Source: an optimization exercise on an open RTL-to-GDS flow (aim: a short achievable clock period and few clock cycles). Production flows keep margins and buffers that such runs may drop. In this exercise RTL edits were held to simulation tests only and were not proved equivalent to the original. No activity file was given, so power comes from the tool's default toggle rates.

## cpu
module cpu(clk,rst_n, iaddr, instr, wdata, we, addr, re, rdata, hlt);
input clk,rst_n;
input [15:0] instr;
input [15:0] rdata;
output we, re;
output [15:0] iaddr;
output [15:0] addr;
output [15:0] wdata;
output hlt;
function [15:0] satadd;
  input [15:0] a, b;
  reg [15:0] s;
  begin
    s = a + b;
    if (a[15] == b[15] && s[15] != a[15])
      satadd = a[15] ? 16'h8000 : 16'h7fff;
    else
      satadd = s;
  end
endfunction
wire        kill_e;           
wire        redirect_ex;      
wire        redirect_id;      
wire        redirect = kill_e | redirect_ex | redirect_id;
wire [15:0] redirect_pc;
reg         stall_id;         
wire        halt_dec;         
reg         halted;
reg  [15:0] pc;
reg  [15:0] ras;              
wire [15:0] pc1 = pc + 16'd1;
wire [3:0]  if_op    = instr[15:12];
wire        if_jal   = (if_op == 4'hD);
wire        if_br    = (if_op == 4'hC) & (|instr[8:0]);
wire        if_jr    = (if_op == 4'hE);
wire [2:0]  if_cc    = instr[11:9];
wire        if_bra   = (if_op == 4'hC);
wire        if_br_pt = if_bra & ((&if_cc) | (if_cc == 3'b000) | (if_cc == 3'b100) | instr[8]);
wire        pc1_neg  = pc[15] ^ (&pc[14:0]);           
  ...
Size in the first run: ~3,500 cells after synthesis, roughly 560 flip-flops, ~85 I/O pins, ~29,000 um2 of cells after synthesis.
==> flow/config.mk <==
export PLATFORM = sky130hd
export DESIGN_NAME = cpu
export DESIGN_NICKNAME = cpu
export VERILOG_FILES = /design/flow/design.v
export SDC_FILE = /design/flow/constraint.sdc
export NUM_CORES = 4
export LEC_CHECK = 0
export ABC_AREA = 1
export ABC_CLOCK_PERIOD_IN_PS = 1000
export CAP_MARGIN = 20
export CORE_MARGIN = 2
export CORE_UTILIZATION = 40
export SETUP_SLACK_MARGIN = 4.3
export SLEW_MARGIN = 20
==> flow/constraint.sdc <==
create_clock -name core_clock -period 6.2 [get_ports {clk}]
set_input_delay 1.2400 -clock core_clock [delete_from_list [all_inputs] [get_ports {clk}]]
set_output_delay 1.2400 -clock core_clock [all_outputs]
set_load 0.01 [all_outputs]
standard.sh (not shown) runs the stock make flow with config.mk's settings and CLKGATE_MAP_FILE= SYNTH_SCRIPT=/design/flow/synth_recipe.tcl, a recipe that flattens the netlist after the stock synthesis.
==> flow/flow/run.sh <==
#!/bin/bash
# The standard layout (the standard.sh) with two changes:
#  - synthesis does not map adders onto the library's full/half-adder cells
#    (ADDER_MAP_FILE left empty), so abc restructures the carry logic for
#    speed; registers are unchanged;
#  - every input and output port is still buffered, but with buf_4 instead
#    of the delay-cell buffer buffer_ports picks by itself.
# make's full output goes to make.log in the work folder.
set -euo pipefail
bash standard.sh ADDER_MAP_FILE= "BUFFER_PORTS_ARGS=-buffer_cell sky130_fd_sc_hd__buf_4" finish > make.log 2>&1
Testbench counts at the start, summed over its fixed seeds: cycles 68,708.
Edit:
--- a/flow/design.v
+++ b/flow/design.v
@@ -31,29 +31,26 @@
 wire [15:0] pc1 = pc + 16'd1;
 wire [3:0]  if_op    = instr[15:12];
 wire        if_jal   = (if_op == 4'hD);
 wire        if_br    = (if_op == 4'hC) & (|instr[8:0]);
 wire        if_jr    = (if_op == 4'hE);
 wire [2:0]  if_cc    = instr[11:9];
 wire        if_bra   = (if_op == 4'hC);
 wire        if_br_pt = if_bra & ((&if_cc) | (if_cc == 3'b000) | (if_cc == 3'b100) | instr[8]);
-wire        pc1_neg  = pc[15] ^ (&pc[14:0]);           
 wire [6:0]  hi9_p1   = pc[15:9] + 7'd1;
 wire [6:0]  hi9_m1   = pc[15:9] - 7'd1;
 wire [3:0]  hi12_p1  = pc[15:12] + 4'd1;
 wire [3:0]  hi12_m1  = pc[15:12] - 4'd1;
 wire [9:0]  lo9      = {1'b0, pc[8:0]} + {1'b0, instr[8:0]} + 10'd1;
 wire [6:0]  hi9      = (instr[8] == lo9[9]) ? pc[15:9] : lo9[9] ? hi9_p1 : hi9_m1;
 wire [15:0] raw9     = {hi9, lo9[8:0]};
-wire        ovf9     = (pc1_neg == instr[8]) & (raw9[15] != pc1_neg);
 wire [12:0] lo12     = {1'b0, pc[11:0]} + {1'b0, instr[11:0]} + 13'd1;
 wire [3:0]  hi12     = (instr[11] == lo12[12]) ? pc[15:12] : lo12[12] ? hi12_p1 : hi12_m1;
 wire [15:0] raw12    = {hi12, lo12[11:0]};
-wire        ovf12    = (pc1_neg == instr[11]) & (raw12[15] != pc1_neg);
 wire [15:0] pred_pc  = if_jal ? raw12 : if_br_pt ? raw9 : if_jr ? ras : pc1;
 wire        special  = redirect | stall_id;
 wire [15:0] spec_pc  = redirect ? redirect_pc : pc;
 always @(posedge clk, negedge rst_n)
   if (!rst_n)
     pc <= 16'h0000;
   else
     pc <= special ? spec_pc : pred_pc;
@@ -84,17 +81,19 @@
 wire p_use_a = p_rr | p_shift | p_lw | p_sw;
 wire p_use_b = p_rr;
 reg         v_d;
 reg  [15:0] instr_d;
 reg  [15:0] pc1_d;
 reg         pt_d;             
 reg  [15:0] alt_d;            
 reg  [15:0] rawb_d;           
-reg         satb_d, satj_d;   
+reg         rjs_d;            
+wire        satb_d = (pc1_d[15] == instr_d[8])  & (rawb_d[15] != pc1_d[15]);
+wire        satj_d = (pc1_d[15] == instr_d[11]) & (rjs_d != pc1_d[15]);
 reg  [3:0]  ra_d, rb_d, dst_d;
 reg         d_rr, d_sum, d_sub, d_and, d_nor, d_sll, d_shr, d_sra, d_lhb, d_wr,
             d_addz, d_lw, d_sw, d_setz, d_setnv, d_br, d_jr, d_hlt, d_jal, d_immls;
 always @(posedge clk, negedge rst_n)
   if (!rst_n)
     v_d <= 1'b0;
   else if (redirect || halt_dec || halted)
     v_d <= 1'b0;
@@ -102,18 +101,17 @@
     v_d <= 1'b1;
 always @(posedge clk)
   if (!stall_id) begin
     instr_d <= instr;
     pc1_d   <= pc1;
     pt_d    <= if_br_pt;
     alt_d   <= if_jr ? ras : pc1;
     rawb_d  <= raw9;
-    satb_d  <= ovf9;
-    satj_d  <= ovf12;
+    rjs_d   <= raw12[15];
     ra_d    <= p_ra;
     rb_d    <= p_rb;
     dst_d   <= p_dst;
     d_rr    <= p_rr;
     d_sum   <= p_add | p_addz | p_lw | p_sw | p_llb | if_jal;
     d_sub   <= p_sub;
     d_and   <= p_and;
     d_nor   <= p_nor;
=>
- The new run went through all stages and came out clean
- flip-flop and latch count fell by 1
- via count rose by 3.9%
- design area rose by 5.3%
- clock skew rose by 29 ps
- first-iteration DRC count fell by 2.2%
- setup slack is worse by 63 ps
- die area rose by 1.1%
- global-route usage rose by 1.4 points
- critical path depth fell by 2
Testbench counts after the change, summed over its fixed seeds: cycles 68,708.


## lane 1
cpu, a different RTL version from the one above (not shown whole).
Size: roughly 3,500 cells after synthesis, roughly 560 flip-flops, about 85 I/O pins.
Design cpu, start of the top module:
module cpu(clk,rst_n, iaddr, instr, wdata, we, addr, re, rdata, hlt);
input clk,rst_n;
input [15:0] instr;
input [15:0] rdata;
output we, re;
output [15:0] iaddr;
output [15:0] addr;
output [15:0] wdata;
output hlt;
function [15:0] satadd;
  input [15:0] a, b;
  reg [15:0] s;
  begin
    s = a + b;
    if (a[15] == b[15] && s[15] != a[15])
      satadd = a[15] ? 16'h8000 : 16'h7fff;
    else
      satadd = s;
  end
endfunction
wire        kill_e;           
wire        redirect_ex;      
wire        redirect_id;      
wire        redirect = kill_e | redirect_ex | redirect_id;
wire [15:0] redirect_pc;
reg         stall_id;         
wire        halt_dec;         
reg         halted;
reg  [15:0] pc;
reg  [15:0] ras;              
wire [15:0] pc1 = pc + 16'd1;
wire [3:0]  if_op    = instr[15:12];
wire        if_jal   = (if_op == 4'hD);
wire        if_br    = (if_op == 4'hC) & (|instr[8:0]);
wire        if_jr    = (if_op == 4'hE);
wire [2:0]  if_cc    = instr[11:9];
wire        if_bra   = (if_op == 4'hC);
wire        if_br_pt = if_bra & ((&if_cc) | (if_cc == 3'b000) | (if_cc == 3'b100) | instr[8]);
wire        pc1_neg  = pc[15] ^ (&pc[14:0]);           
wire [6:0]  hi9_p1   = pc[15:9] + 7'd1;
wire [6:0]  hi9_m1   = pc[15:9] - 7'd1;
wire [3:0]  hi12_p1  = pc[15:12] + 4'd1;
wire [3:0]  hi12_m1  = pc[15:12] - 4'd1;
wire [9:0]  lo9      = {1'b0, pc[8:0]} + {1'b0, instr[8:0]} + 10'd1;
wire [6:0]  hi9      = (instr[8] == lo9[9]) ? pc[15:9] : lo9[9] ? hi9_p1 : hi9_m1;
wire [15:0] raw9     = {hi9, lo9[8:0]};
wire        ovf9     = (pc1_neg == instr[8]) & (raw9[15] != pc1_neg);
wire [12:0] lo12     = {1'b0, pc[11:0]} + {1'b0, instr[11:0]} + 13'd1;
  ...
clock: 6.2 ns
lec_check: 0
abc_area: 1
abc_clock_period_in_ps: 1000
cap_margin: 20
core_margin: 2
core_utilization: 40
setup_slack_margin: 4.3
slew_margin: 20
Scripts as last shown in full above: flow/flow/run.sh
Testbench counts of lane 1, summed over its fixed seeds: cycles 68,708.
The inputs of lane 2 differ from those of lane 1 as listed below.
-- flow/design.v --
<<< lane 1, line 8
output [15:0] wdata;
output hlt;
function [15:0] satadd;
  input [15:0] a, b;
>>> lane 2, line 8
output [15:0] wdata;
output hlt;
function [15:1] oh15;
  input [3:0] r;
  integer i;
  begin
    for (i = 1; i < 16; i = i + 1)
      oh15[i] = (r == i);
  end
endfunction
function [15:0] satadd;
  input [15:0] a, b;
<<< lane 1, line 37
wire        if_bra   = (if_op == 4'hC);
wire        if_br_pt = if_bra & ((&if_cc) | (if_cc == 3'b000) | (if_cc == 3'b100) | instr[8]);
wire        pc1_neg  = pc[15] ^ (&pc[14:0]);           
wire [6:0]  hi9_p1   = pc[15:9] + 7'd1;
wire [6:0]  hi9_m1   = pc[15:9] - 7'd1;
>>> lane 2, line 45
wire        if_bra   = (if_op == 4'hC);
wire        if_br_pt = if_bra & ((&if_cc) | (if_cc == 3'b000) | (if_cc == 3'b100) | instr[8]);
wire [6:0]  hi9_p1   = pc[15:9] + 7'd1;
wire [6:0]  hi9_m1   = pc[15:9] - 7'd1;
<<< lane 1, line 45
wire [6:0]  hi9      = (instr[8] == lo9[9]) ? pc[15:9] : lo9[9] ? hi9_p1 : hi9_m1;
wire [15:0] raw9     = {hi9, lo9[8:0]};
wire        ovf9     = (pc1_neg == instr[8]) & (raw9[15] != pc1_neg);
wire [12:0] lo12     = {1'b0, pc[11:0]} + {1'b0, instr[11:0]} + 13'd1;
wire [3:0]  hi12     = (instr[11] == lo12[12]) ? pc[15:12] : lo12[12] ? hi12_p1 : hi12_m1;
wire [15:0] raw12    = {hi12, lo12[11:0]};
wire        ovf12    = (pc1_neg == instr[11]) & (raw12[15] != pc1_neg);
wire [15:0] pred_pc  = if_jal ? raw12 : if_br_pt ? raw9 : if_jr ? ras : pc1;
wire        special  = redirect | stall_id;
>>> lane 2, line 52
wire [6:0]  hi9      = (instr[8] == lo9[9]) ? pc[15:9] : lo9[9] ? hi9_p1 : hi9_m1;
wire [15:0] raw9     = {hi9, lo9[8:0]};
wire [12:0] lo12     = {1'b0, pc[11:0]} + {1'b0, instr[11:0]} + 13'd1;
wire [3:0]  hi12     = (instr[11] == lo12[12]) ? pc[15:12] : lo12[12] ? hi12_p1 : hi12_m1;
wire [15:0] raw12    = {hi12, lo12[11:0]};
wire [15:0] pred_pc  = if_jal ? raw12 : if_br_pt ? raw9 : if_jr ? ras : pc1;
wire        special  = redirect | stall_id;
<<< lane 1, line 90
reg  [15:0] alt_d;            
reg  [15:0] rawb_d;           
reg         satb_d, satj_d;   
reg  [3:0]  ra_d, rb_d, dst_d;
reg         d_rr, d_sum, d_sub, d_and, d_nor, d_sll, d_shr, d_sra, d_lhb, d_wr,
            d_addz, d_lw, d_sw, d_setz, d_setnv, d_br, d_jr, d_hlt, d_jal, d_immls;
>>> lane 2, line 95
reg  [15:0] alt_d;            
reg  [15:0] rawb_d;           
reg         rjs_d;            
wire        satb_d = (pc1_d[15] == instr_d[8])  & (rawb_d[15] != pc1_d[15]);
wire        satj_d = (pc1_d[15] == instr_d[11]) & (rjs_d != pc1_d[15]);
reg  [3:0]  ra_d, rb_d, dst_d;
reg  [15:1] ra_oh_d, rb_oh_d;    
reg         d_rr, d_sum, d_sub, d_and, d_nor, d_sll, d_shr, d_sra, d_lhb, d_wr,
            d_addz, d_lw, d_sw, d_setz, d_setnv, d_br, d_jr, d_hlt, d_jal, d_immls;
<<< lane 1, line 108
    alt_d   <= if_jr ? ras : pc1;
    rawb_d  <= raw9;
    satb_d  <= ovf9;
    satj_d  <= ovf12;
    ra_d    <= p_ra;
    rb_d    <= p_rb;
    dst_d   <= p_dst;
    d_rr    <= p_rr;
>>> lane 2, line 116
    alt_d   <= if_jr ? ras : pc1;
    rawb_d  <= raw9;
    rjs_d   <= raw12[15];
    ra_d    <= p_ra;
    rb_d    <= p_rb;
    ra_oh_d <= oh15(p_ra);
    rb_oh_d <= oh15(p_rb);
    dst_d   <= p_dst;
    d_rr    <= p_rr;
<<< lane 1, line 136
reg  [255:16] rf;
wire [255:0]  rf_all = {rf, 16'h0000};
wire [15:0]   rf_a = rf_all[ra_d*16 +: 16];
wire [15:0]   rf_b = rf_all[rb_d*16 +: 16];
reg         v_m_wr;           
reg  [3:0]  dst_m;
>>> lane 2, line 145
reg  [255:16] rf;
wire [255:0]  rf_all = {rf, 16'h0000};
reg  [15:0]   rf_a, rf_b;
integer j;
always @* begin
  rf_a = 16'h0000;
  rf_b = 16'h0000;
  for (j = 1; j < 16; j = j + 1) begin
    rf_a = rf_a | ({16{ra_oh_d[j]}} & rf_all[j*16 +: 16]);
    rf_b = rf_b | ({16{rb_oh_d[j]}} & rf_all[j*16 +: 16]);
  end
end
reg         v_m_wr;           
reg  [3:0]  dst_m;
<<< lane 1, line 220
always @(posedge clk) begin
  a_e     <= bypA_n ? res_e : a_val;
  b_e     <= (bypY_n & d_rr) ? res_e : b_val;
  c_e     <= y_val;
  mask_e  <= shmask;
>>> lane 2, line 237
always @(posedge clk) begin
  a_e     <= bypA_n ? res_e : a_val;
  b_e     <= (bypY_n & d_rr) ? (d_sub ? ~res_e : res_e) : (d_sub ? ~b_val : b_val);
  c_e     <= y_val;
  mask_e  <= shmask;
<<< lane 1, line 250
wire [15:0] A = a_e;
wire [15:0] B = b_e;
wire [15:0] Bx  = f_sub_e ? ~B : B;
wire [16:0] sum1 = {A, 1'b1} + {Bx, f_sub_e};
wire [15:0] sum = sum1[16:1];
>>> lane 2, line 267
wire [15:0] A = a_e;
wire [15:0] B = b_e;
wire [15:0] Bx  = B;          
wire [16:0] sum1 = {A, 1'b1} + {Bx, f_sub_e};
wire [15:0] sum = sum1[16:1];
Every run (lane 1 and lane 2) finished clean.
The run showing the smaller total wire length after detailed routing is lane 2.
Taking lane 1 as the reference, in lane 2 overall power consumption went up 0.72 mW, worst reg-to-reg setup slack up 0.09 ns, actual transition at the worst max-transition pin moved up, worst hold slack after final layout neither gained nor lost much.
Taking lane 1 over lane 2, the final estimated routing congestion in global placement ratio works out to 1.05.
Lane 1 has a lower count of clock tree sinks than lane 2.
Looking only at part of the cycle the worst path needs, and setting everything else aside, the higher value of lane 1 and lane 2 goes to lane 1.
Cell area after layout | lane 2 below lane 1
Worst endpoint data arrival time, lane 1 and lane 2: lower on lane 2
Aggregate global-route resource usage ended up 0.34 points lower on lane 2 than on lane 1.
Average wire length per cell after detail routing, lane 1 and lane 2: larger value in lane 1
Combinational group share of total power, lane 1 and lane 2: smaller value in lane 2
Compared with lane 1, lane 2 shows number of synthesized flops with an enable pin higher by 29.
Testbench counts of lane 2, summed over its fixed seeds: cycles 68,708.

## port drivers added, routing unchanged
No port has a modelled driver above. Below, the same layouts with a new extraction and two added sets of constraints. Step 1, drivers: a clkbuf_16 drives clk and a buf_2 each remaining input, both assumed. Step 2 also shifts input and output timing later by t, the mid clock arrival at the registers, as if the neighbouring blocks saw the same clock. Three values: ideal, step 1, step 2; two values: the first two.
run	t, ns	setup WS [ns]	hold slack, ns	worst setup path after step 2
the first run of note 1	0.700	3.579 / 3.573 / 2.892	0.340 / 0.340 / 0.340	input to register
the second run of note 1	0.708	3.516 / 3.516 / 2.952	0.341 / 0.341 / 0.341	input to register
lane 1	0.702	3.546 / 3.546 / 2.880	0.340 / 0.340 / 0.340	input to register
lane 2	0.679	3.635 / 3.596 / 3.004	0.340 / 0.340 / 0.340	input to register
After both steps setup and hold are still met in every run listed. The setup slack of the first run of note 1, which loses most, moves by -0.006 ns with the drivers and by -0.687 ns with both steps.
